From an optimization exercise on the open Yosys and OpenROAD flow, aimed at small area, a short achievable clock period and few clock cycles; shortcuts taken in it are not production practice.
Function was not checked in any run shown here: the RTL went through the layout flow alone.
The flow treats the clock pin as an ideal source, which a real chip does not have.
Power and IR drop assume default switching activity.

===== design.v =====
module ALU_AddSub(
	output [31:0] sum,
	input  [31:0] a_reg,	 
	input  [31:0] b_reg,
	input  [31:0] wb,	 
	input         fa_next,	 
	input         fb_next,
	input         sub_next,	 
	input         clk
);
	wire [31:0] p, g;
	wire [3:0] subq;
	wire sub = subq[0];
	genvar i, l;
	generate
		for (i = 0; i < 32; i = i + 8) begin : in8
			AddSub_In8 u(.p(p[i+7:i]), .g(g[i+7:i]), .sub(subq[i/8]),
				.a_reg(a_reg[i+7:i]), .b_reg(b_reg[i+7:i]), .wb(wb[i+7:i]),
				.fa_next(fa_next), .fb_next(fb_next), .sub_next(sub_next), .clk(clk));
		end
	endgenerate
	wire [31:0] G [0:5];
	wire [31:0] P [0:5];
	wire g0c;
	g_aoi21 gc0(.a(p[0]), .b(sub), .c(g[0]), .y(g0c));	 
	g_inv   gc1(.a(g0c), .y(G[0][0]));
	assign G[0][31:1] = g[31:1];
	assign P[0] = p;
	generate
		for (l = 1; l <= 5; l = l + 1) begin : lv
			for (i = 0; i < 32; i = i + 1) begin : nd
				if (i < (1 << (l - 1))) begin : done
					g_inv gi(.a(G[l-1][i]), .y(G[l][i]));
					assign P[l][i] = 1'b0;
				end
				else if (l % 2 == 1) begin : inv
					g_aoi21 gg(.a(P[l-1][i]), .b(G[l-1][i-(1<<(l-1))]), .c(G[l-1][i]), .y(G[l][i]));
					if (i >= (1 << l)) begin : pp
						g_nand2 gp(.a(P[l-1][i]), .b(P[l-1][i-(1<<(l-1))]), .y(P[l][i]));
					end
					else begin : np
						assign P[l][i] = 1'b0;
					end
				end
				else begin : pos
					g_oai21 gg(.a(P[l-1][i]), .b(G[l-1][i-(1<<(l-1))]), .c(G[l-1][i]), .y(G[l][i]));
					if (i >= (1 << l)) begin : pp
						g_nor2 gp(.a(P[l-1][i]), .b(P[l-1][i-(1<<(l-1))]), .y(P[l][i]));
					end
					else begin : np
						assign P[l][i] = 1'b0;
					end
				end
			end
		end
	endgenerate
	g_xor2 gs0(.a(p[0]), .b(sub), .y(sum[0]));
	generate
		for (i = 1; i < 32; i = i + 1) begin : s
			g_xnor2 gs(.a(p[i]), .b(G[5][i-1]), .y(sum[i]));
		end
	endgenerate
endmodule
module ALU_Shr(
	output [31:0] y,
	input  [31:0] na,
	input  [4:0]  sh
);
	wire [31:0] x [0:5];
	assign x[0] = na;
	wire [4:0] nsh = ~sh;
	genvar i, l;
	generate
		for (l = 0; l < 5; l = l + 1) begin : lv
			for (i = 0; i < 32; i = i + 1) begin : b
				if (i + (1 << l) < 32) begin : m
					g_mux2i gm(.a0(x[l][i]), .a1(x[l][i + (1 << l)]), .s(sh[l]), .y(x[l+1][i]));
				end
				else if (l % 2 == 0) begin : f1
					g_nor2 gf(.a(x[l][i]), .b(sh[l]), .y(x[l+1][i]));
				end
				else begin : f0
					g_nand2 gf(.a(x[l][i]), .b(nsh[l]), .y(x[l+1][i]));
				end
			end
		end
	endgenerate
	assign y = x[5];
endmodule
module ALU_ResBit(
	output y,
	input  as, input sum,
	input  orr, input orv,
	input  srl, input shf,
	input  l0, input q0,
	input  l1, input q1,
	input  l2, input q2,
	input  l3, input q3
);
	wire n0, n1, n2, n3;
	g_aoi22 g0(.a(as), .b(sum), .c(orr), .d(orv), .y(n0));
	g_aoi22 g1(.a(srl), .b(shf), .c(l0), .d(q0), .y(n1));
	g_aoi22 g2(.a(l1), .b(q1), .c(l2), .d(q2), .y(n2));
	g_nand2 g3(.a(l3), .b(q3), .y(n3));
	g_nand4 g4(.a(n0), .b(n1), .c(n2), .d(n3), .y(y));
endmodule
module AddSub_In8(
	output [7:0] p,
	output [7:0] g,
	output       sub,
	input  [7:0] a_reg,
	input  [7:0] b_reg,
	input  [7:0] wb,
	input        fa_next,
	input        fb_next,
	input        sub_next,
	input        clk
);
	reg fa, fb, s;
	always @(posedge clk) begin
		fa <= fa_next;
		fb <= fb_next;
		s  <= sub_next;
	end
	assign sub = s;
	wire [7:0] na, nbx;
	wire [7:0] bx_reg = b_reg ^ {8{s}};
	wire [7:0] bx_wb = wb ^ {8{s}};
	genvar i;
	generate
		for (i = 0; i < 8; i = i + 1) begin : b
			g_mux2i ma(.a0(a_reg[i]), .a1(wb[i]), .s(fa), .y(na[i]));
			g_mux2i mb(.a0(bx_reg[i]), .a1(bx_wb[i]), .s(fb), .y(nbx[i]));
			g_xor2 gp(.a(na[i]), .b(nbx[i]), .y(p[i]));
			g_nor2 gg(.a(na[i]), .b(nbx[i]), .y(g[i]));
		end
	endgenerate
endmodule
module DM(
	output [7:0]  q0,
	output [7:0]  q1,
	output [7:0]  q2,
	output [7:0]  q3,
	output [3:0]  oh,
	input  [31:0] nwrite_data,	 
	input         base_fwd_next,	 
	input  [6:0]  base_reg,	 
	input  [6:0]  base_wb,	 
	input  [1:0]  nbase_lo,	 
	input  [6:0]  off0,
	input  [6:0]  off1,
	input  [6:0]  off2,
	input  [6:0]  off3,
	input         mem_write,
	input         clk
);
	wire [1:0] o = ~nbase_lo + off3[1:0];
	assign oh = 4'b0001 << o;
	wire [31:0] wd = ~nwrite_data;
	reg [7:0] d0, d1, d2, d3;
	always @(*) begin
		case (o)
			2'd0: {d0, d1, d2, d3} = wd;
			2'd1: {d1, d2, d3, d0} = wd;
			2'd2: {d2, d3, d0, d1} = wd;
			default: {d3, d0, d1, d2} = wd;
		endcase
	end
	DM_Bank b0(.q(q0), .fwd_next(base_fwd_next), .base_reg(base_reg), .base_wb(base_wb), .off(off0), .d(d0), .we(mem_write), .clk(clk));
	DM_Bank b1(.q(q1), .fwd_next(base_fwd_next), .base_reg(base_reg), .base_wb(base_wb), .off(off1), .d(d1), .we(mem_write), .clk(clk));
	DM_Bank b2(.q(q2), .fwd_next(base_fwd_next), .base_reg(base_reg), .base_wb(base_wb), .off(off2), .d(d2), .we(mem_write), .clk(clk));
	DM_Bank b3(.q(q3), .fwd_next(base_fwd_next), .base_reg(base_reg), .base_wb(base_wb), .off(off3), .d(d3), .we(mem_write), .clk(clk));
endmodule
module DM_Bank(
	output [7:0] q,
	input        fwd_next,
	input  [6:0] base_reg,
	input  [6:0] base_wb,
	input  [6:0] off,	 
	input  [7:0] d,
	input        we,
	input        clk
);
	reg fwd;
	always @(posedge clk) fwd <= fwd_next;
	wire [6:0] nbase;
	genvar m;
	generate
		for (m = 0; m < 7; m = m + 1) begin : bm
			g_mux2i g(.a0(base_reg[m]), .a1(base_wb[m]), .s(fwd), .y(nbase[m]));
		end
	endgenerate
	wire [31:0] sel;
	DM_RowSel rowsel(.sel(sel), .nbase(nbase), .off(off));
	reg  [7:0] M  [0:31];
	wire [7:0] Md [0:31];
	integer i;
	always @(posedge clk) begin
		for (i = 0; i < 32; i = i + 1)
			M[i] <= Md[i];
	end
	genvar r, b;
	generate
		for (r = 0; r < 32; r = r + 1) begin : wr
			wire wen, nwen;
			g_and2  ge(.a(we), .b(sel[r]), .y(wen));
			g_nand2 gn(.a(we), .b(sel[r]), .y(nwen));
			for (b = 0; b < 8; b = b + 1) begin : bb
				g_ao22 m(.a(wen), .b(d[b]), .c(nwen), .d(M[r][b]), .y(Md[r][b]));
			end
		end
	endgenerate
	genvar j, k;
	generate
		for (j = 0; j < 8; j = j + 1) begin : bits
			wire [31:0] col;
			for (k = 0; k < 32; k = k + 1) begin : rows
				assign col[k] = M[k][j];
			end
			g_ao32 rd(.sel(sel), .d(col), .y(q[j]));
		end
	endgenerate
endmodule
module DM_RowSel(
	output [31:0] sel,
	input  [6:0]  nbase,
	input  [6:0]  off
);
	wire [4:0] nu = nbase[6:2];
	wire [4:0] v  = off[6:2];
	wire [4:0] nv = ~off[6:2];
	wire c = (~nbase[1] & off[1]) | ((~nbase[1] | off[1]) & ~nbase[0] & off[0]);
	wire [4:0] p, t0a, t1a, t0b, t1b;
	genvar j, k;
	generate
		for (j = 0; j < 5; j = j + 1) begin : bits
			g_xnor2 gp(.a(nu[j]), .b(v[j]), .y(p[j]));
			if (j == 0) begin : b0
				g_xor2  g1(.a(p[0]), .b(c), .y(t1a[0]));
				g_xnor2 g0(.a(p[0]), .b(c), .y(t0a[0]));
				assign t1b[0] = t1a[0];
				assign t0b[0] = t0a[0];
			end
			else begin : bn
				wire ca, cb;
				g_nand2 gca(.a(nu[j-1]), .b(nv[j-1]), .y(ca));
				g_nor2  gcb(.a(nu[j-1]), .b(nv[j-1]), .y(cb));
				g_xor2  g1a(.a(p[j]), .b(ca), .y(t1a[j]));
				g_xnor2 g0a(.a(p[j]), .b(ca), .y(t0a[j]));
				g_xor2  g1b(.a(p[j]), .b(cb), .y(t1b[j]));
				g_xnor2 g0b(.a(p[j]), .b(cb), .y(t0b[j]));
			end
		end
		for (k = 0; k < 32; k = k + 1) begin : rows
			wire [4:0] t;
			for (j = 0; j < 5; j = j + 1) begin : tb
				if (j == 0 || ((k >> (j - 1)) & 1) == 0)
					assign t[j] = ((k >> j) & 1) ? t1a[j] : t0a[j];
				else
					assign t[j] = ((k >> j) & 1) ? t1b[j] : t0b[j];
			end
			wire n012, n34;
			g_nand3 ga(.a(t[0]), .b(t[1]), .c(t[2]), .y(n012));
			g_nand2 gb(.a(t[3]), .b(t[4]), .y(n34));
			g_nor2  gc(.a(n012), .b(n34), .y(sel[k]));
		end
	endgenerate
endmodule
module g_aoi22(input a, input b, input c, input d, output y);
	assign y = ~((a & b) | (c & d));
endmodule
module g_aoi222(input a, input b, input c, input d, input e, input f, output y);
	assign y = ~((a & b) | (c & d) | (e & f));
endmodule
module g_ao22(input a, input b, input c, input d, output y);
	assign y = (a & b) | (c & d);
endmodule
module g_aoi21(input a, input b, input c, output y);
	assign y = ~((a & b) | c);
endmodule
module g_oai21(input a, input b, input c, output y);
	assign y = ~((a | b) & c);
endmodule
module g_and2(input a, input b, output y);
	assign y = a & b;
endmodule
module g_nand2(input a, input b, output y);
	assign y = ~(a & b);
endmodule
module g_nand3(input a, input b, input c, output y);
	assign y = ~(a & b & c);
endmodule
module g_nand4(input a, input b, input c, input d, output y);
	assign y = ~(a & b & c & d);
endmodule
module g_nor2(input a, input b, output y);
	assign y = ~(a | b);
endmodule
module g_xor2(input a, input b, output y);
	assign y = a ^ b;
endmodule
module g_xnor2(input a, input b, output y);
	assign y = ~(a ^ b);
endmodule
module g_inv(input a, output y);
	assign y = ~a;
endmodule
module g_mux2i(input a0, input a1, input s, output y);
	assign y = ~(s ? a1 : a0);
endmodule
module g_ao32(input [31:0] sel, input [31:0] d, output y);
	wire [15:0] n1;
	wire [3:0]  n2;
	wire [1:0]  n3;
	genvar i;
	generate
		for (i = 0; i < 16; i = i + 1) begin : l1
			g_aoi22 g(.a(sel[2*i]), .b(d[2*i]), .c(sel[2*i+1]), .d(d[2*i+1]), .y(n1[i]));
		end
		for (i = 0; i < 4; i = i + 1) begin : l2
			g_nand4 g(.a(n1[4*i]), .b(n1[4*i+1]), .c(n1[4*i+2]), .d(n1[4*i+3]), .y(n2[i]));
		end
		for (i = 0; i < 2; i = i + 1) begin : l3
			g_nor2 g(.a(n2[2*i]), .b(n2[2*i+1]), .y(n3[i]));
		end
	endgenerate
	g_nand2 l4(.a(n3[0]), .b(n3[1]), .y(y));
endmodule
module g_ao31(input [31:1] sel, input [31:1] d, input en, input nz, output y);
	wire [10:0] n1;
	wire [2:0]  n2;
	wire [1:0]  n3;
	genvar i;
	generate
		for (i = 0; i < 10; i = i + 1) begin : l1
			g_aoi222 g(.a(sel[3*i+1]), .b(d[3*i+1]), .c(sel[3*i+2]), .d(d[3*i+2]),
				.e(sel[3*i+3]), .f(d[3*i+3]), .y(n1[i]));
		end
	endgenerate
	g_nand2 l1x(.a(sel[31]), .b(d[31]), .y(n1[10]));
	g_nand4 l2a(.a(n1[0]), .b(n1[1]), .c(n1[2]), .d(n1[3]), .y(n2[0]));
	g_nand4 l2b(.a(n1[4]), .b(n1[5]), .c(n1[6]), .d(n1[7]), .y(n2[1]));
	g_nand3 l2c(.a(n1[8]), .b(n1[9]), .c(n1[10]), .y(n2[2]));
	g_aoi22 l3a(.a(n2[0]), .b(en), .c(n2[1]), .d(en), .y(n3[0]));
	g_nand2 l3b(.a(n2[2]), .b(en), .y(n3[1]));
	g_nand3 l4(.a(n3[0]), .b(n3[1]), .c(nz), .y(y));
endmodule
module RF(
	output [31:0] src_data,
	output [31:0] tar_data,	 
	input  [4:0]  src_addr,
	input  [4:0]  tar_addr,
	input  [3:0]  src_lo,	 
	input  [7:0]  src_hi,
	input  [3:0]  tar_lo,
	input  [7:0]  tar_hi,
	input         tar_use,
	input  [31:0] tar_alt,
	input  [4:0]  dst_addr,
	input  [31:0] dst_data,
	input         reg_write,	 
	input         clk
);
	reg  [31:0] R  [1:31];
	wire [31:0] Rd [1:31];
	wire [31:1] we, nwe;
	integer i;
	always @(posedge clk) begin
		for (i = 1; i < 32; i = i + 1)
			R[i] <= Rd[i];
	end
	wire [31:1] ssel, tsel;
	RF_Dec dec_s(.lo(src_lo), .hi(src_hi), .sel(ssel));
	RF_Dec dec_t(.lo(tar_lo), .hi(tar_hi), .sel(tsel));
	wire byp_s = reg_write && (dst_addr == src_addr);
	wire byp_t = reg_write && (dst_addr == tar_addr);
	wire en_s = !byp_s;
	wire en_t = tar_use && !byp_t;
	wire [31:0] nz_s = ~({32{byp_s}} & dst_data);
	wire [31:0] nz_t = ~(({32{tar_use && byp_t}} & dst_data) | ({32{!tar_use}} & tar_alt));
	genvar j, k;
	generate
		for (k = 1; k < 32; k = k + 1) begin : wr
			assign we[k] = reg_write && (dst_addr == k);
			assign nwe[k] = !we[k];
			for (j = 0; j < 32; j = j + 1) begin : b
				g_ao22 m(.a(we[k]), .b(dst_data[j]), .c(nwe[k]), .d(R[k][j]), .y(Rd[k][j]));
			end
		end
		for (j = 0; j < 32; j = j + 1) begin : bits
			wire [31:1] col;
			for (k = 1; k < 32; k = k + 1) begin : regs
				assign col[k] = R[k][j];
			end
			g_ao31 rs(.sel(ssel), .d(col), .en(en_s), .nz(nz_s[j]), .y(src_data[j]));
			g_ao31 rt(.sel(tsel), .d(col), .en(en_t), .nz(nz_t[j]), .y(tar_data[j]));
		end
	endgenerate
endmodule
module RF_Dec(input [3:0] lo, input [7:0] hi, output [31:1] sel);
	genvar k;
	generate
		for (k = 1; k < 32; k = k + 1) begin : d
			assign sel[k] = lo[k % 4] & hi[k / 4];
		end
	endgenerate
endmodule
module FinalCPU(
	output	wire	[31:0]	imem_addr,
	output	wire			wb_valid,
	output	wire	[4:0]	wb_addr,
	output	wire	[31:0]	wb_data,
	input	wire	[31:0]	imem_data,
	input	wire			rst,
	input	wire			clk
);
	reg [29:0] pc;
	always @(posedge clk) begin
		if (rst) pc <= 30'd0;
		else     pc <= pc + 30'd1;
	end
	assign imem_addr = {pc, 2'b00};
	reg [31:0] ir;
	reg        d_valid;
	reg [3:0]  rs_lo, rt_lo;
	reg [7:0]  rs_hi, rt_hi;
	always @(posedge clk) begin
		ir      <= imem_data;
		d_valid <= !rst;
		rs_lo   <= 4'b0001 << imem_data[22:21];
		rs_hi   <= 8'b00000001 << imem_data[25:23];
		rt_lo   <= 4'b0001 << imem_data[17:16];
		rt_hi   <= 8'b00000001 << imem_data[20:18];
	end
	wire [5:0] op    = ir[31:26];
	wire [4:0] rs    = ir[25:21];
	wire [4:0] rt    = ir[20:16];
	wire [4:0] rd    = ir[15:11];
	wire [4:0] shamt = ir[10:6];
	wire [5:0] fn    = ir[5:0];
	wire [15:0] imm  = ir[15:0];
	wire is_r    = (op == 6'h00);
	wire is_addi = (op == 6'h0C);
	wire is_subi = (op == 6'h0D);
	wire is_sw   = (op == 6'h10);
	wire is_lw   = (op == 6'h11);
	wire f_add = is_r && (fn == 6'h0B);
	wire f_sub = is_r && (fn == 6'h0D);
	wire f_or  = is_r && (fn == 6'h25);
	wire f_srl = is_r && (fn == 6'h02);
	wire [4:0] d_dst = is_r ? rd : rt;
	wire d_wen = d_valid && (is_r || is_addi || is_subi || is_lw) && (d_dst != 5'd0);
	wire d_use_rt = is_r || is_sw;
	reg [31:0] e_a, e_b;
	reg [4:0]  e_shamt;
	reg [6:0]  e_off0, e_off1, e_off2, e_off3;
	reg        e_addsub, e_or, e_srl, e_ld;
	reg        e_wen, e_sw;
	reg [4:0]  e_dst;
	reg        w_wen;
	reg [4:0]  w_dst;
	reg [31:0] w_data;
	wire [31:0] rs_val, rt_val;	 
	RF Register_File(
		.src_data(rs_val),
		.tar_data(rt_val),
		.src_addr(rs),
		.tar_addr(rt),
		.src_lo(rs_lo),
		.src_hi(rs_hi),
		.tar_lo(rt_lo),
		.tar_hi(rt_hi),
		.tar_use(d_use_rt),
		.tar_alt({{16{imm[15]}}, imm}),
		.dst_addr(w_dst),
		.dst_data(w_data),
		.reg_write(w_wen),
		.clk(clk)
	);
	always @(posedge clk) begin
		e_a     <= rs_val;
		e_b     <= rt_val;
		e_shamt <= shamt;
		e_off0  <= imm[6:0] + 7'd3;
		e_off1  <= imm[6:0] + 7'd2;
		e_off2  <= imm[6:0] + 7'd1;
		e_off3  <= imm[6:0];
		e_addsub <= f_add || f_sub || is_addi || is_subi;
		e_or    <= f_or;
		e_srl   <= f_srl;
		e_ld    <= is_lw;
		e_dst   <= d_dst;
		if (rst) begin
			e_wen <= 1'b0;
			e_sw  <= 1'b0;
		end
		else begin
			e_wen <= d_wen;
			e_sw  <= d_valid && is_sw;
		end
	end
	wire [31:0] w_fwd;
	wire [31:0] result;
	wire [31:0] na, nb;
	wire d_fa = e_wen && (e_dst == rs);
	wire d_fb = d_use_rt && e_wen && (e_dst == rt);
	genvar i;
	generate
		for (i = 0; i < 32; i = i + 8) begin : fwd
			Fwd_Mux8 ma(.y(na[i+7:i]), .a0(e_a[i+7:i]), .a1(w_fwd[i+7:i]), .s_next(d_fa), .clk(clk));
			Fwd_Mux8 mb(.y(nb[i+7:i]), .a0(e_b[i+7:i]), .a1(w_fwd[i+7:i]), .s_next(d_fb), .clk(clk));
		end
	endgenerate
	wire [31:0] sum, srl, orv;
	ALU_AddSub adder(
		.sum(sum),
		.a_reg(e_a),
		.b_reg(e_b),
		.wb(w_fwd),
		.fa_next(d_fa),
		.fb_next(d_fb),
		.sub_next(f_sub || is_subi),
		.clk(clk)
	);
	ALU_Shr shifter(.y(srl), .na(na), .sh(e_shamt));
	generate
		for (i = 0; i < 32; i = i + 1) begin : orb
			g_nand2 go(.a(na[i]), .b(nb[i]), .y(orv[i]));	 
		end
	endgenerate
	wire [7:0] q [0:3];
	wire [3:0] oh;
	DM Data_Memory(
		.base_fwd_next(d_fa),
		.base_reg(e_a[6:0]),
		.base_wb(w_fwd[6:0]),
		.nbase_lo(na[1:0]),
		.q0(q[0]),
		.q1(q[1]),
		.q2(q[2]),
		.q3(q[3]),
		.oh(oh),
		.nwrite_data(nb),
		.off0(e_off0),
		.off1(e_off1),
		.off2(e_off2),
		.off3(e_off3),
		.mem_write(e_sw),
		.clk(clk)
	);
	wire [3:0] l = {4{e_ld}} & oh;
	generate
		for (i = 0; i < 32; i = i + 1) begin : res
			localparam integer K = 3 - i / 8;
			ALU_ResBit rb(
				.y(result[i]),
				.as(e_addsub), .sum(sum[i]),
				.orr(e_or), .orv(orv[i]),
				.srl(e_srl), .shf(srl[i]),
				.l0(l[0]), .q0(q[(0 + K) % 4][i % 8]),
				.l1(l[1]), .q1(q[(1 + K) % 4][i % 8]),
				.l2(l[2]), .q2(q[(2 + K) % 4][i % 8]),
				.l3(l[3]), .q3(q[(3 + K) % 4][i % 8])
			);
		end
	endgenerate
	Fwd_Reg Forward_Register(.q(w_fwd), .d(result), .clk(clk));
	always @(posedge clk) begin
		w_data <= result;
		w_dst  <= e_dst;
		if (rst) w_wen <= 1'b0;
		else     w_wen <= e_wen;
	end
	Out_Reg Output_Register(
		.wb_valid(wb_valid),
		.wb_addr(wb_addr),
		.wb_data(wb_data),
		.valid_in(!rst && e_wen),
		.addr_in(e_dst),
		.data_in(result),
		.clk(clk)
	);
endmodule
module Out_Reg(
	output reg        wb_valid,
	output reg [4:0]  wb_addr,
	output reg [31:0] wb_data,
	input             valid_in,
	input      [4:0]  addr_in,
	input      [31:0] data_in,
	input             clk
);
	always @(posedge clk) begin
		wb_valid <= valid_in;
		wb_addr  <= addr_in;
		wb_data  <= data_in;
	end
endmodule
module Fwd_Reg(
	output reg [31:0] q,
	input      [31:0] d,
	input             clk
);
	always @(posedge clk) q <= d;
endmodule
module Fwd_Mux8(
	output [7:0] y,
	input  [7:0] a0,
	input  [7:0] a1,
	input        s_next,
	input        clk
);
	reg s;
	always @(posedge clk) s <= s_next;
	genvar i;
	generate
		for (i = 0; i < 8; i = i + 1) begin : m
			g_mux2i g(.a0(a0[i]), .a1(a1[i]), .s(s), .y(y[i]));
		end
	endgenerate
endmodule

===== flow/run.sh =====
#!/bin/bash
# Layout flow: the standard flow with three extra steps, run through
# ORFS's step hooks:
#  - before floorplanning (flow/downsize.tcl): each combinational cell goes
#    back to its smallest size; timing repair then upsizes where needed;
#  - before clock-tree synthesis (flow/io_buffers.tcl): the port buffers get a
#    plain buffer cell;
#  - at the end of global routing (flow/post_grt.tcl): a second timing repair
#    of all endpoints within 0.15 ns of the worst.
# Each step's full output goes to a log file here.
set -euo pipefail
W=$(pwd)
bash standard.sh synth > synth.log 2>&1
bash standard.sh floorplan PRE_FLOORPLAN_TCL="$W/flow/downsize.tcl" > floorplan.log 2>&1
bash standard.sh place > place.log 2>&1
bash standard.sh cts PRE_CTS_TCL="$W/flow/io_buffers.tcl" > cts.log 2>&1
bash standard.sh grt POST_GLOBAL_ROUTE_TCL="$W/flow/post_grt.tcl" > grt.log 2>&1
bash standard.sh finish > layout.log 2>&1
test -f out/final.def

===== flow/downsize.tcl =====
# Swap each combinational cell (not buffers, inverters or flip-flops) for the
# smallest-area cell of the same function and footprint family. Synthesis maps
# the small gate modules of this design one at a time and sizes each for an
# assumed load; the timing repair that follows upsizes where timing needs it.
set swapped 0
set saved 0.0
foreach inst [get_cells *] {
  set lc [get_lib_cells -of_objects $inst]
  set name [get_name $lc]
  if {![regexp {^sky130_fd_sc_hd__([a-z0-9]+)_([0-9]+)$} $name -> base drive]} { continue }
  if {[regexp {^(df|edf|sdf|dl|sdl|buf|inv|clk|conb|tap|fill|decap|dly|probe|lpflow|ebuf|einv|bufinv|bufbuf|macro|diode)} $base]} { continue }
  set best $lc
  set best_area [get_property $lc area]
  foreach cand [get_lib_cells sky130_fd_sc_hd__${base}_*] {
    if {![regexp "^sky130_fd_sc_hd__${base}_\[0-9\]+\$" [get_name $cand]]} { continue }
    if {[get_property $cand dont_use]} { continue }
    set a [get_property $cand area]
    if {$a < $best_area} { set best $cand; set best_area $a }
  }
  if {$best ne $lc} {
    set saved [expr {$saved + [get_property $lc area] - $best_area}]
    replace_cell $inst $best
    incr swapped
  }
}
puts "downsize: swapped $swapped cells, saved [format %.1f $saved] um2"

===== flow/io_buffers.tcl =====
# Give every port buffer (the cells ORFS inserts between each input or output
# port and the logic) a plain buffer cell, sky130_fd_sc_hd__buf_4, in place of
# the delay cells it sometimes ends up with; the next legalization places
# them.
set n 0
foreach bterm [[ord::get_db_block] getBTerms] {
  if {[$bterm getName] eq "clk"} { continue }
  set net [$bterm getNet]
  if {$net eq "NULL"} { continue }
  set io [$bterm getIoType]
  foreach iterm [$net getITerms] {
    if {($io eq "INPUT" && [$iterm isInputSignal]) || ($io eq "OUTPUT" && [$iterm isOutputSignal])} {
      set inst [$iterm getInst]
      set lc [[$inst getMaster] getName]
      if {[regexp {^sky130_fd_sc_hd__(clkdlybuf|dlygate|buf_1$|buf_2$|clkbuf)} $lc]} {
        replace_cell [get_cells [$inst getName]] sky130_fd_sc_hd__buf_4
        incr n
      }
    }
  }
}
puts "io_buffers: replaced $n port buffers"

===== flow/post_grt.tcl =====
# After ORFS's own repair at global routing: repair every endpoint whose slack
# is within 0.15 ns of the worst, so that the near-critical paths (which the
# repair of the single worst path leaves as they are) get some margin before
# detailed routing changes the parasitics. Then re-route the changed nets and
# rewrite the route guides, as global_route.tcl does.
estimate_parasitics -global_routing
set wns [worst_slack -max]
set margin [expr {$wns + 0.15}]
puts "post_grt: worst slack $wns, repairing endpoints below [format %.3f $margin]"
repair_timing -setup -setup_margin $margin -repair_tns 100 -match_cell_footprint -verbose
global_route -start_incremental
detailed_placement
global_route -end_incremental -congestion_report_file $::env(REPORTS_DIR)/congestion_post_grt_hook.rpt
estimate_parasitics -global_routing
puts "post_grt: worst slack now [worst_slack -max]"
write_guides $::env(RESULTS_DIR)/route.guide

===== standard.sh =====
#!/bin/bash
# synth_recipe.tcl (not shown) runs the flow's synth.tcl, then flattens the netlist and writes it again
# the make line also repeats each setting of config.mk as NAME=value (left out here)
make -C /OpenROAD-flow-scripts/flow DESIGN_CONFIG=/design/flow/config.mk WORK_HOME=/design/flow/orfs CLKGATE_MAP_FILE= SYNTH_SCRIPT=/design/flow/synth_recipe.tcl "${@:-finish}"

===== config.mk =====
export PLATFORM = sky130hd
export DESIGN_NAME = FinalCPU
export DESIGN_NICKNAME = FinalCPU
export VERILOG_FILES = /design/flow/design.v
export SDC_FILE = /design/flow/constraint.sdc
export NUM_CORES = 8
export LEC_CHECK = 0
export CAP_MARGIN = 20
export CORE_MARGIN = 2
export CORE_UTILIZATION = 50
export CTS_CLUSTER_DIAMETER = 80
export CTS_CLUSTER_SIZE = 24
export SETUP_SLACK_MARGIN = 5
export SLEW_MARGIN = 65
export SYNTH_HIERARCHICAL = 1
export SYNTH_MINIMUM_KEEP_SIZE = 0
export TNS_END_PERCENT = 0

===== constraint.sdc =====
create_clock -name core_clock -period 8.0 [get_ports {clk}]
set_input_delay 1.6000 -clock core_clock [delete_from_list [all_inputs] [get_ports {clk}]]
set_output_delay 1.6000 -clock core_clock [all_outputs]
set_load 0.01 [all_outputs]

==> impl_metrics.env, run 1 <==
export IMPL_max_slew_margin=0.607
export IMPL_crit_slowest_cell="dfxtp_4"
export IMPL_fin_cells=11600
export IMPL_place_area_mm2=0.102
export IMPL_clk_pin_slew_ns=0.09
export IMPL_max_stage_delay_ns=0.43
export IMPL_grt_pass1_vias=81700
export IMPL_drtIter0Drc=15100
export IMPL_area_delta_synth_final_pct=19.1
export IMPL_hold_buffers=0
export IMPL_grt_usage=0.404
export IMPL_finalSetupViolations=0
export IMPL_synthCells=8531
export IMPL_insertion_delay_ns=0.84
export IMPL_final_cell_area_mm2=0.111
export IMPL_finalCriticalPeriod_ns=3.19
export IMPL_clock_sinks=2340
export IMPL_setup_tns_ns=0
export IMPL_crit_buf_inv=1
export IMPL_whs_ns=0.432
export IMPL_initial_core_util=0.502
export IMPL_die_area_mm2=0.189
export IMPL_regToRegSetupSlack_ns=4.81
export IMPL_num_vias=86400
export IMPL_crit_chain="mux2i_1, nor2b_1, maj3_2, buf_12, xor2_4, nand3_1, nor2_4, a22oi_2, nand4_1, nor2_4, nand2_4, a22oi_2, nand4_1"
export IMPL_cp_top_family="simple AND/OR/NAND/NOR gates"
export IMPL_globalRouteOverflowTotal=0
export IMPL_die_y_um=435
export IMPL_place_congestion=1.10
export IMPL_cts_buffers=134
export IMPL_worst_pin_slew_ns=0.588
export IMPL_num_rows=158
export IMPL_worstSetupPathType="reg2reg"
export IMPL_routedWlPerCell_um=35.0
export IMPL_power_density_mw_per_mm2=192
export IMPL_critPathLaunchType="flop"
export IMPL_port_buffers=101
export IMPL_die_w_um=435
export IMPL_postRouteAntennaNets=0
export IMPL_cts_repair_resized=192
export IMPL_drive_gt1_frac=0.178
export IMPL_fmax_mhz=314
export IMPL_crit_fanout=10
export IMPL_critPathCaptureType="flop"
export IMPL_crit_arrival_ns=3.84
export IMPL_drv_cap=0
export IMPL_period_share=0.398
export IMPL_ios=104
export IMPL_ir_worst_vdd_mv=0.239
export IMPL_finalWirelength_um=407000
export IMPL_dr_pass1_iters=15
export IMPL_cp_required_ns=8.65
export IMPL_finalNetCount=9112
export IMPL_core_area_mm2=0.185
export IMPL_p_leak_nw=39.8
export IMPL_placed_cells=11300
export IMPL_netlist_area_mm2=0.0930
export IMPL_total_power_mw=21.3
export IMPL_grt_first_pass_wirelength_um=574000
export IMPL_place_hpwl_um=253000
export IMPL_post_cts_buffers=17
export IMPL_vias_per_cell=7.43
export IMPL_drc=0
export IMPL_syn_area_per_cell_um2=10.9
export IMPL_hold_viol=0
export IMPL_hold_path_class="reg2reg"
export IMPL_clock_skew_ns=0.0315
export IMPL_antenna_found_initial=12
export IMPL_cts_tree="built"
export IMPL_yosys_warnings=20
export IMPL_grt_max_degree=90
export IMPL_status="timing/DRC/antenna clean"
export IMPL_report_final_slew_viol_count=0
registers in the layout, indices dropped and copies added, names as in the netlist, 5 cells and up:
name,cells
Register_File.R,992
Data_Memory.b0.M,256
Data_Memory.b1.M,256
Data_Memory.b2.M,256
Data_Memory.b3.M,256
Forward_Register.q,32
Output_Register.wb_data,32
e_a,32
e_b,32
ir,32
w_data,32
pc,30
rs_hi,8
rt_hi,8
e_off2,7
e_off0,6
e_off1,6
e_off3,6
Output_Register.wb_addr,5
e_dst,5
e_shamt,5
w_dst,5
through the flow:
stage                     setup slack (ns)  utilization
after floorplan                       4.82            -
after global placement                3.22        0.531
after detailed placement              4.19        0.550
after CTS                             4.82        0.578
final                                 4.81        0.599
layout make-up:
cell class,instances,area [µm²]
clock inverter,55,761
fill,15400,74300
multi-input combinational,6071,51400
sequential,2340,47000
tap,2480,3100
inverter,71,269
clock buffer,162,3680
timing repair buffer,452,4520
antenna,5,12.5
worst reg2reg max path: cells and delay by family (launching register included):
| family | cells | cell delay (ns) |
|---|---|---|
| DFF | 1 | 0.43 |
| buffers and inverters | 1 | 0.17 |
| adders and majority gates | 1 | 0.36 |
| xor gates and xnor gates | 1 | 0.20 |
| muxes | 1 | 0.21 |
| AOI/OAI and AO/OA | 2 | 0.46 |
| and+or+nand+nor | 7 | 1.19 |
power breakdown:
group	switching, mW	internal, mW	total (mW)
logic	1.06	0.411	1.47
clock network	4.32	3.64	7.96
registers	0.116	11.7	11.8
total	5.49	15.8	21.3
cells in the final DEF (no fill, tap or decap), drive strengths merged, types with 6 or more instances in the layout:
cell / instances
a21oi: 89
nor3b: 7
nand2: 612
nand2b: 8
xor2: 160
nand3: 304
or4: 11
mux2: 38
nor4: 8
o31ai: 6
mux2i: 317
or3: 9
dfxtp: 2340
a22o: 2016
buf: 429
a22oi: 672
clkinvlp: 8
a222oi: 640
nor3: 10
inv: 88
clkbuf: 180
o21ai: 62
bufinv: 7
nor2: 373
nand4: 298
a41oi: 32
nor2b: 51
xnor2: 109
and2: 199
clkinv: 23
ha: 8
per-layer routing:
metal | vias up | global-route usage | part of all wire
met5 | - | 0.000252 | 0.000066
met4 | 4 | 0.225 | 0.065
met3 | 1304 | 0.122 | 0.13
met2 | 6144 | 0.575 | 0.41
met1 | 42500 | 0.544 | 0.39
li1 | 36400 | - | -
final timing paths:
| path | startpoint | end | cells after the start |
|---|---|---|---|
| worst min register to register | e_dst[4] | w_dst[4] | 0 |
| worst max register to register | Data_Memory.b0.fwd | Output_Register.wb_data[24] | 13 |
| worst min-delay path | e_dst[4] | w_dst[4] | 0 |
| worst max-delay path | Data_Memory.b0.fwd | Output_Register.wb_data[24] | 13 |
==> run 2, diff against run 1 <==
--- a/config.mk
+++ b/config.mk
@@ -11,7 +11,7 @@
 export CTS_CLUSTER_DIAMETER = 80
 export CTS_CLUSTER_SIZE = 24
 export SETUP_SLACK_MARGIN = 5
-export SLEW_MARGIN = 65
+export SLEW_MARGIN = 60
 export SYNTH_HIERARCHICAL = 1
 export SYNTH_MINIMUM_KEEP_SIZE = 0
 export TNS_END_PERCENT = 0
==> impl_metrics.env, run 2 <==
export IMPL_area_delta_synth_final_pct=17.7
export IMPL_finalNetCount=9102
export IMPL_grt_pass1_vias=81700
export IMPL_fmax_mhz=307
export IMPL_yosys_warnings=20
export IMPL_clk_pin_slew_ns=0.09
export IMPL_min_path_cells=0
export IMPL_finalSetupViolations=0
export IMPL_worstSetupPathType="reg2reg"
export IMPL_clock_skew_ns=0.0425
export IMPL_grt_max_degree=101
export IMPL_finalCriticalPeriod_ns=3.26
export IMPL_hold_viol=0
export IMPL_cts_tree="built"
export IMPL_critPathLaunchType="flop"
export IMPL_grt_first_pass_wirelength_um=573000
export IMPL_drv_cap=0
export IMPL_core_area_mm2=0.185
export IMPL_postRouteAntennaNets=0
export IMPL_total_power_mw=21.1
export IMPL_drtIter0Drc=15700
export IMPL_num_vias=86100
export IMPL_hold_buffers=0
export IMPL_grt_usage=0.403
export IMPL_num_fill_cells=15400
export IMPL_insertion_delay_ns=0.86
export IMPL_ir_worst_vdd_mv=0.236
export IMPL_period_share=0.407
export IMPL_p_int_mw=15.6
export IMPL_ff2ff_path_depth=7
export IMPL_die_y_um=435
export IMPL_finalWirelength_um=406000
export IMPL_clock_sinks=2340
export IMPL_clkPwrFrac=0.371
export IMPL_ios=104
export IMPL_crit_chain="and2_2, buf_4, a222oi_1, nand4_1, a22oi_1, buf_2, nand3_1"
export IMPL_antenna_found_initial=18
export IMPL_worst_pin_slew_ns=0.674
export IMPL_cts_buffers=132
export IMPL_combPwrFrac=0.067
export IMPL_critPathCaptureType="flop"
export IMPL_syn_area_per_cell_um2=10.9
export IMPL_status="timing/DRC/antenna clean"
export IMPL_setup_tns_ns=0
export IMPL_die_w_um=435
export IMPL_p_leak_nw=39.4
export IMPL_max_slew_margin=0.538
export IMPL_port_buffers=101
export IMPL_post_cts_buffers=19
export IMPL_power_density_mw_per_mm2=193
export IMPL_report_final_slew_viol_count=0
export IMPL_multiInputGateArea_mm2=0.0506
export IMPL_drc=0
export IMPL_vias_per_cell=7.40
export IMPL_place_worst_setup_slack_ns=3.94
export IMPL_p_seq_frac=0.562
export IMPL_hold_path_class="reg2reg"
export IMPL_place_congestion=1.10
export IMPL_switchingPower_mw=5.44
export IMPL_crit_slowest_cell="dfxtp_1"
export IMPL_route_met2_wl_um=169000
export IMPL_cp_required_ns=8.57
export IMPL_swShare=0.258
export IMPL_initial_core_util=0.502
export IMPL_dr_pass1_iters=13
export IMPL_largest_register_ffs=992
export IMPL_wl_met3_um=53600
export IMPL_worst_slack_ns=4.74
export IMPL_top_register="Register_File.R"
export IMPL_seqCellArea_mm2=0.0470
export IMPL_synthCells=8531
export IMPL_die_area_mm2=0.189
export IMPL_wl_met1_um=159000
export IMPL_layout_common_cells="dfxtp_1, a22o_1, a222oi_1"
export IMPL_layout_commonest_cell="dfxtp_1"
export IMPL_crit_arrival_ns=3.82
export IMPL_place_hpwl_um=253000
export IMPL_routedWlPerCell_um=34.9
export IMPL_max_stage_delay_ns=0.53
export IMPL_crit_fanout=32
export IMPL_drive_gt1_frac=0.165
export IMPL_num_rows=158
export IMPL_globalRouteOverflowTotal=0
export IMPL_netlist_area_mm2=0.0930
export IMPL_top_layer_used="met5"
export IMPL_cts_repair_resized=217
[run 2: cell count changes in the layout (fill, tap and decap cells not counted), moves of 20 or more]
cell     delta
nor2_4     -22
a22oi_1    +54
nor2_2     +22
mux2i_2    -20
dfxtp_1    +25
buf_4      +46
buf_6      -57
a22oi_2    -54
[run 2: critical path, delay by kind of cell (launching register included)]
| kind | cells | cell delay, ns |
|---|---|---|
| and+or+nand+nor | 3 | 1.03 |
| DFF | 1 | 0.53 |
| AOI/OAI and AO/OA | 2 | 0.81 |
| buffers and inverters | 2 | 0.56 |
[run 2: path summary, 6_finish.rpt]
path / startpoint / slack, ns / to
max: rs_lo[2] / 4.74 / e_a[5]
min: e_dst[4] / 0.42 / w_dst[4]
max reg2reg: rs_lo[2] / 4.74 / e_a[5]
min reg2reg: e_dst[4] / 0.42 / w_dst[4]
[run 2: stage by stage]
step	instances	util	area, µm²	hold WS, ns
detailed placement	11300	0.544	101000	0.411
finish	11600	0.592	109000	0.420
global placement	11200	0.531	98300	0.426
CTS	11500	0.572	106000	0.430
floorplan	8532	-	93000	0.324
[run 2: area by class of cell]
type,count,area share
sequential,2340,0.429
antenna,9,0.000206
multi-input combinational,6071,0.462
clock buffer,149,0.0323
clock inverter,61,0.00728
timing repair buffer,444,0.0380
inverter,71,0.00245
tap,2480,0.0284
[run 2: routing by layer]
layer	GRT usage	vias to the layer above
li1	-	36400
met1	0.540	42200
met2	0.578	6180
met3	0.127	1274
met4	0.215	16
met5	0	-
[run 2: power by group through the flow]
stage / registers (mW) / clock network [mW] / logic, mW
2_1_floorplan: 12.1 / 0 / 0.597
3_3_place_gp: 12.1 / 0 / 1.06
3_5_place_dp: 12.1 / 0 / 1.17
4_1_cts: 11.8 / 7.85 / 1.20
6_report: 11.8 / 7.82 / 1.42
==> run 3, diff against run 2 <==
--- a/design.v
+++ b/design.v
@@ -192,24 +192,12 @@
 	endgenerate
 	wire [31:0] sel;
 	DM_RowSel rowsel(.sel(sel), .nbase(nbase), .off(off));
-	reg  [7:0] M  [0:31];
-	wire [7:0] Md [0:31];
+	reg [7:0] M [0:31];
 	integer i;
 	always @(posedge clk) begin
 		for (i = 0; i < 32; i = i + 1)
-			M[i] <= Md[i];
+			if (we && sel[i]) M[i] <= d;
 	end
-	genvar r, b;
-	generate
-		for (r = 0; r < 32; r = r + 1) begin : wr
-			wire wen, nwen;
-			g_and2  ge(.a(we), .b(sel[r]), .y(wen));
-			g_nand2 gn(.a(we), .b(sel[r]), .y(nwen));
-			for (b = 0; b < 8; b = b + 1) begin : bb
-				g_ao22 m(.a(wen), .b(d[b]), .c(nwen), .d(M[r][b]), .y(Md[r][b]));
-			end
-		end
-	endgenerate
 	genvar j, k;
 	generate
 		for (j = 0; j < 8; j = j + 1) begin : bits
@@ -272,18 +260,12 @@
 module g_aoi222(input a, input b, input c, input d, input e, input f, output y);
 	assign y = ~((a & b) | (c & d) | (e & f));
 endmodule
-module g_ao22(input a, input b, input c, input d, output y);
-	assign y = (a & b) | (c & d);
-endmodule
 module g_aoi21(input a, input b, input c, output y);
 	assign y = ~((a & b) | c);
 endmodule
 module g_oai21(input a, input b, input c, output y);
 	assign y = ~((a | b) & c);
 endmodule
-module g_and2(input a, input b, output y);
-	assign y = a & b;
-endmodule
 module g_nand2(input a, input b, output y);
 	assign y = ~(a & b);
 endmodule
@@ -350,10 +332,6 @@
 	output [31:0] tar_data,	 
 	input  [4:0]  src_addr,
 	input  [4:0]  tar_addr,
-	input  [3:0]  src_lo,	 
-	input  [7:0]  src_hi,
-	input  [3:0]  tar_lo,
-	input  [7:0]  tar_hi,
 	input         tar_use,
 	input  [31:0] tar_alt,
 	input  [4:0]  dst_addr,
@@ -361,17 +339,15 @@
 	input         reg_write,	 
 	input         clk
 );
-	reg  [31:0] R  [1:31];
-	wire [31:0] Rd [1:31];
-	wire [31:1] we, nwe;
+	reg [31:0] R [1:31];
 	integer i;
 	always @(posedge clk) begin
 		for (i = 1; i < 32; i = i + 1)
-			R[i] <= Rd[i];
+			if (reg_write && dst_addr == i) R[i] <= dst_data;
 	end
 	wire [31:1] ssel, tsel;
-	RF_Dec dec_s(.lo(src_lo), .hi(src_hi), .sel(ssel));
-	RF_Dec dec_t(.lo(tar_lo), .hi(tar_hi), .sel(tsel));
+	RF_Dec dec_s(.a(src_addr), .sel(ssel));
+	RF_Dec dec_t(.a(tar_addr), .sel(tsel));
 	wire byp_s = reg_write && (dst_addr == src_addr);
 	wire byp_t = reg_write && (dst_addr == tar_addr);
 	wire en_s = !byp_s;
@@ -380,13 +356,6 @@
 	wire [31:0] nz_t = ~(({32{tar_use && byp_t}} & dst_data) | ({32{!tar_use}} & tar_alt));
 	genvar j, k;
 	generate
-		for (k = 1; k < 32; k = k + 1) begin : wr
-			assign we[k] = reg_write && (dst_addr == k);
-			assign nwe[k] = !we[k];
-			for (j = 0; j < 32; j = j + 1) begin : b
-				g_ao22 m(.a(we[k]), .b(dst_data[j]), .c(nwe[k]), .d(R[k][j]), .y(Rd[k][j]));
-			end
-		end
 		for (j = 0; j < 32; j = j + 1) begin : bits
 			wire [31:1] col;
 			for (k = 1; k < 32; k = k + 1) begin : regs
@@ -397,11 +366,11 @@
 		end
 	endgenerate
 endmodule
-module RF_Dec(input [3:0] lo, input [7:0] hi, output [31:1] sel);
+module RF_Dec(input [4:0] a, output [31:1] sel);
 	genvar k;
 	generate
 		for (k = 1; k < 32; k = k + 1) begin : d
-			assign sel[k] = lo[k % 4] & hi[k / 4];
+			assign sel[k] = (a == k);
 		end
 	endgenerate
 endmodule
@@ -422,15 +391,9 @@
 	assign imem_addr = {pc, 2'b00};
 	reg [31:0] ir;
 	reg        d_valid;
-	reg [3:0]  rs_lo, rt_lo;
-	reg [7:0]  rs_hi, rt_hi;
 	always @(posedge clk) begin
 		ir      <= imem_data;
 		d_valid <= !rst;
-		rs_lo   <= 4'b0001 << imem_data[22:21];
-		rs_hi   <= 8'b00000001 << imem_data[25:23];
-		rt_lo   <= 4'b0001 << imem_data[17:16];
-		rt_hi   <= 8'b00000001 << imem_data[20:18];
 	end
 	wire [5:0] op    = ir[31:26];
 	wire [4:0] rs    = ir[25:21];
@@ -457,19 +420,15 @@
 	reg        e_addsub, e_or, e_srl, e_ld;
 	reg        e_wen, e_sw;
 	reg [4:0]  e_dst;
-	reg        w_wen;
-	reg [4:0]  w_dst;
-	reg [31:0] w_data;
+	wire        w_wen;
+	wire [4:0]  w_dst;
+	wire [31:0] w_data;
 	wire [31:0] rs_val, rt_val;	 
 	RF Register_File(
 		.src_data(rs_val),
 		.tar_data(rt_val),
 		.src_addr(rs),
 		.tar_addr(rt),
-		.src_lo(rs_lo),
-		.src_hi(rs_hi),
-		.tar_lo(rt_lo),
-		.tar_hi(rt_hi),
 		.tar_use(d_use_rt),
 		.tar_alt({{16{imm[15]}}, imm}),
 		.dst_addr(w_dst),
@@ -565,21 +524,18 @@
 		end
 	endgenerate
 	Fwd_Reg Forward_Register(.q(w_fwd), .d(result), .clk(clk));
-	always @(posedge clk) begin
-		w_data <= result;
-		w_dst  <= e_dst;
-		if (rst) w_wen <= 1'b0;
-		else     w_wen <= e_wen;
-	end
 	Out_Reg Output_Register(
-		.wb_valid(wb_valid),
-		.wb_addr(wb_addr),
-		.wb_data(wb_data),
+		.wb_valid(w_wen),
+		.wb_addr(w_dst),
+		.wb_data(w_data),
 		.valid_in(!rst && e_wen),
 		.addr_in(e_dst),
 		.data_in(result),
 		.clk(clk)
 	);
+	assign wb_valid = w_wen;
+	assign wb_addr  = w_dst;
+	assign wb_data  = w_data;
 endmodule
 module Out_Reg(
 	output reg        wb_valid,
--- a/config.mk
+++ b/config.mk
@@ -11,7 +11,7 @@
 export CTS_CLUSTER_DIAMETER = 80
 export CTS_CLUSTER_SIZE = 24
 export SETUP_SLACK_MARGIN = 5
-export SLEW_MARGIN = 60
+export SLEW_MARGIN = 65
 export SYNTH_HIERARCHICAL = 1
 export SYNTH_MINIMUM_KEEP_SIZE = 0
 export TNS_END_PERCENT = 0
==> impl_metrics.env, run 3 <==
export IMPL_holdPathEnd="Output_Register.wb_addr[2]"
export IMPL_die_area_mm2=0.191
export IMPL_cts_repair_resized=283
export IMPL_layout_common_cells="edfxtp_1, a222oi_1, a22oi_1"
export IMPL_utilization=0.603
export IMPL_cts_buffers=119
export IMPL_fmax_mhz=312
export IMPL_finalNetCount=6915
export IMPL_insertion_delay_ns=0.85
export IMPL_post_cts_buffers=45
export IMPL_hold_viol=0
export IMPL_die_w_um=437
export IMPL_min_from="e_dst[2]"
export IMPL_regToRegSetupSlack_ns=4.80
export IMPL_num_vias=67300
export IMPL_grt_max_degree=87
export IMPL_place_worst_setup_slack_ns=4.17
export IMPL_clock_sinks=2278
export IMPL_finalWirelength_um=349000
export IMPL_swShare=0.322
export IMPL_syn_area_per_cell_um2=14.9
export IMPL_worst_pin_slew_ns=0.688
export IMPL_layout_commonest_cell="edfxtp_1"
export IMPL_ff2ff_path_depth=13
export IMPL_place_area_mm2=0.101
export IMPL_grt_first_pass_wirelength_um=469000
export IMPL_drive_gt1_frac=0.235
export IMPL_power_density_mw_per_mm2=244
export IMPL_max_slew_margin=0.529
export IMPL_port_buffers=101
export IMPL_finalSetupViolations=0
export IMPL_hold_buffers=0
export IMPL_max_stage_delay_ns=0.40
export IMPL_drv_cap=0
export IMPL_largest_register_ffs=992
export IMPL_crit_buf_inv=2
export IMPL_antenna_found_initial=29
export IMPL_p_int_mw=18.5
export IMPL_whs_ns=0.396
export IMPL_finalCriticalPeriod_ns=3.20
export IMPL_initial_core_util=0.504
export IMPL_drtIter0Drc=13000
export IMPL_report_final_slew_viol_count=0
export IMPL_combPwrFrac=0.239
export IMPL_num_rows=158
export IMPL_multiInputGateArea_mm2=0.0326
export IMPL_dr_pass1_iters=13
export IMPL_cts_tree="built"
export IMPL_yosys_warnings=18
export IMPL_drc=0
export IMPL_place_congestion=0.986
export IMPL_setup_tns_ns=0
export IMPL_die_y_um=437
export IMPL_period_share=0.400
export IMPL_routedWlPerCell_um=36.9
export IMPL_p_leak_nw=35.9
export IMPL_num_fill_cells=14000
export IMPL_top_register="Register_File.R"
export IMPL_clkPwrFrac=0.262
export IMPL_worst_slack_ns=4.80
export IMPL_grt_pass1_vias=61700
export IMPL_core_area_mm2=0.186
export IMPL_critPathCaptureType="flop"
export IMPL_ir_worst_vdd_mv=0.186
export IMPL_seqCellArea_mm2=0.0660
export IMPL_place_hpwl_um=206000
export IMPL_crit_slowest_cell="dfxtp_4"
export IMPL_area_delta_synth_final_pct=19.7
export IMPL_r2r_start="Data_Memory.b2.fwd"
export IMPL_final_cell_area_mm2=0.112
export IMPL_crit_arrival_ns=3.96
export IMPL_ios=104
export IMPL_switchingPower_mw=8.83
export IMPL_critPathLaunchType="flop"
export IMPL_crit_fanout=8
export IMPL_clock_skew_ns=0.0615
export IMPL_hold_path_class="reg2reg"
export IMPL_globalRouteOverflowTotal=0
export IMPL_postRouteAntennaNets=0
export IMPL_synthCells=6288
export IMPL_worstSetupPathType="reg2reg"
export IMPL_min_path_cells=0
export IMPL_vias_per_cell=7.12
export IMPL_crit_chain="buf_4, mux2i_4, xnor2_4, buf_12, xor2_4, nand3_4, nor2_4, a22oi_1, nand4_1, nor2_4, nand2_2, nand2_1, nand4_1"
export IMPL_cp_top_family="simple AND/OR/NAND/NOR gates"
export IMPL_r2r_end="Output_Register.wb_data[5]"
export IMPL_clk_pin_slew_ns=0.10
export IMPL_p_seq_frac=0.499
export IMPL_netlist_area_mm2=0.0935
export IMPL_grt_usage=0.347
export IMPL_cp_required_ns=8.76
export IMPL_status="timing/DRC/antenna clean"
==> run 3: through the flow <==
step,std cells,power [mW]
floorplan,6289,16.3
global placement,8953,18.5
detailed placement,8995,18.8
CTS,9275,26.1
finish,9456,27.4
==> run 3: worst max-delay path by stage <==
stage	endpoint	slack [ns]	depth (start not counted)	start
global placement	Output_Register.wb_data[5]	3.71	11	e_a[4]
floorplan	Data_Memory.b3.M[2][0]	4.66	5	e_shamt[0]
detailed placement	Output_Register.wb_data[20]	4.17	13	Data_Memory.b2.fwd
finish	Output_Register.wb_data[5]	4.80	13	Data_Memory.b2.fwd
CTS	wb_data[14]	4.77	3	Output_Register.wb_data[14]
==> run 3: worst reg2reg max path: stages (launching register included) <==
cell	delay, ns
dfxtp_4	0.40
buf_4	0.14
mux2i_4	0.38
xnor2_4	0.18
buf_12	0.17
xor2_4	0.41
nand3_4	0.18
nor2_4	0.29
a22oi_1	0.14
nand4_1	0.21
nor2_4	0.09
nand2_2	0.21
nand2_1	0.19
nand4_1	0.16
==> run 3: area by class of cell <==
type | instances | area share
tap | 2480 | 0.0277
antenna | 16 | 0.000358
timing repair buffer | 515 | 0.0534
clock buffer | 159 | 0.0296
clock inverter | 49 | 0.00532
inverter | 65 | 0.00218
multi-input combinational | 3894 | 0.291
sequential | 2278 | 0.590
==> run 3: routing by layer <==
layer	up-vias	track usage	wire, µm
met1	34000	0.468	128000
met4	20	0.193	23200
met2	4788	0.509	153000
met3	815	0.0951	44400
met5	-	0	117
li1	27800	-	-
==> run 3: power by group through the flow <==
stage	registers (mW)	clock network [mW]	logic, mW
finish	13.7	7.18	6.54
CTS	13.6	7.19	5.27
detailed placement	13.9	0	4.92
global placement	13.9	0	4.57
floorplan	13.9	0	2.48

re-timing with driven ports:
No port has a modelled driver above. Below, the same layouts with a new extraction and two added sets of constraints.
Step 1 assumes that a clkbuf_16 drives the clock port and a buf_2 every other input.
Step 2 adds t to the input delays and takes it off the output delays; t is the mean of the earliest and latest rising clock arrival at the registers after step 1. Input paths then give back, and output paths get back, about the clock's delay inside the block.
a / b / c = no drivers / after step 1 / after step 2; a / b = the first two.
| run | shift t [ns] | setup slack, ns | clock arrival spread, ns | slew at the worst register clock pin (ns) |
|---|---|---|---|---|
| run 1 | 0.921 | 4.813 / 4.768 / 4.813 | 0.034 / 0.035 | 0.10 / 0.10 |
| run 2 | 0.934 | 4.744 / 4.744 / 4.744 | 0.049 / 0.048 | 0.10 / 0.10 |
| run 3 | 0.912 | 4.798 / 4.723 / 4.798 | 0.065 / 0.066 | 0.10 / 0.10 |
After both steps setup and hold are still met in every run listed.
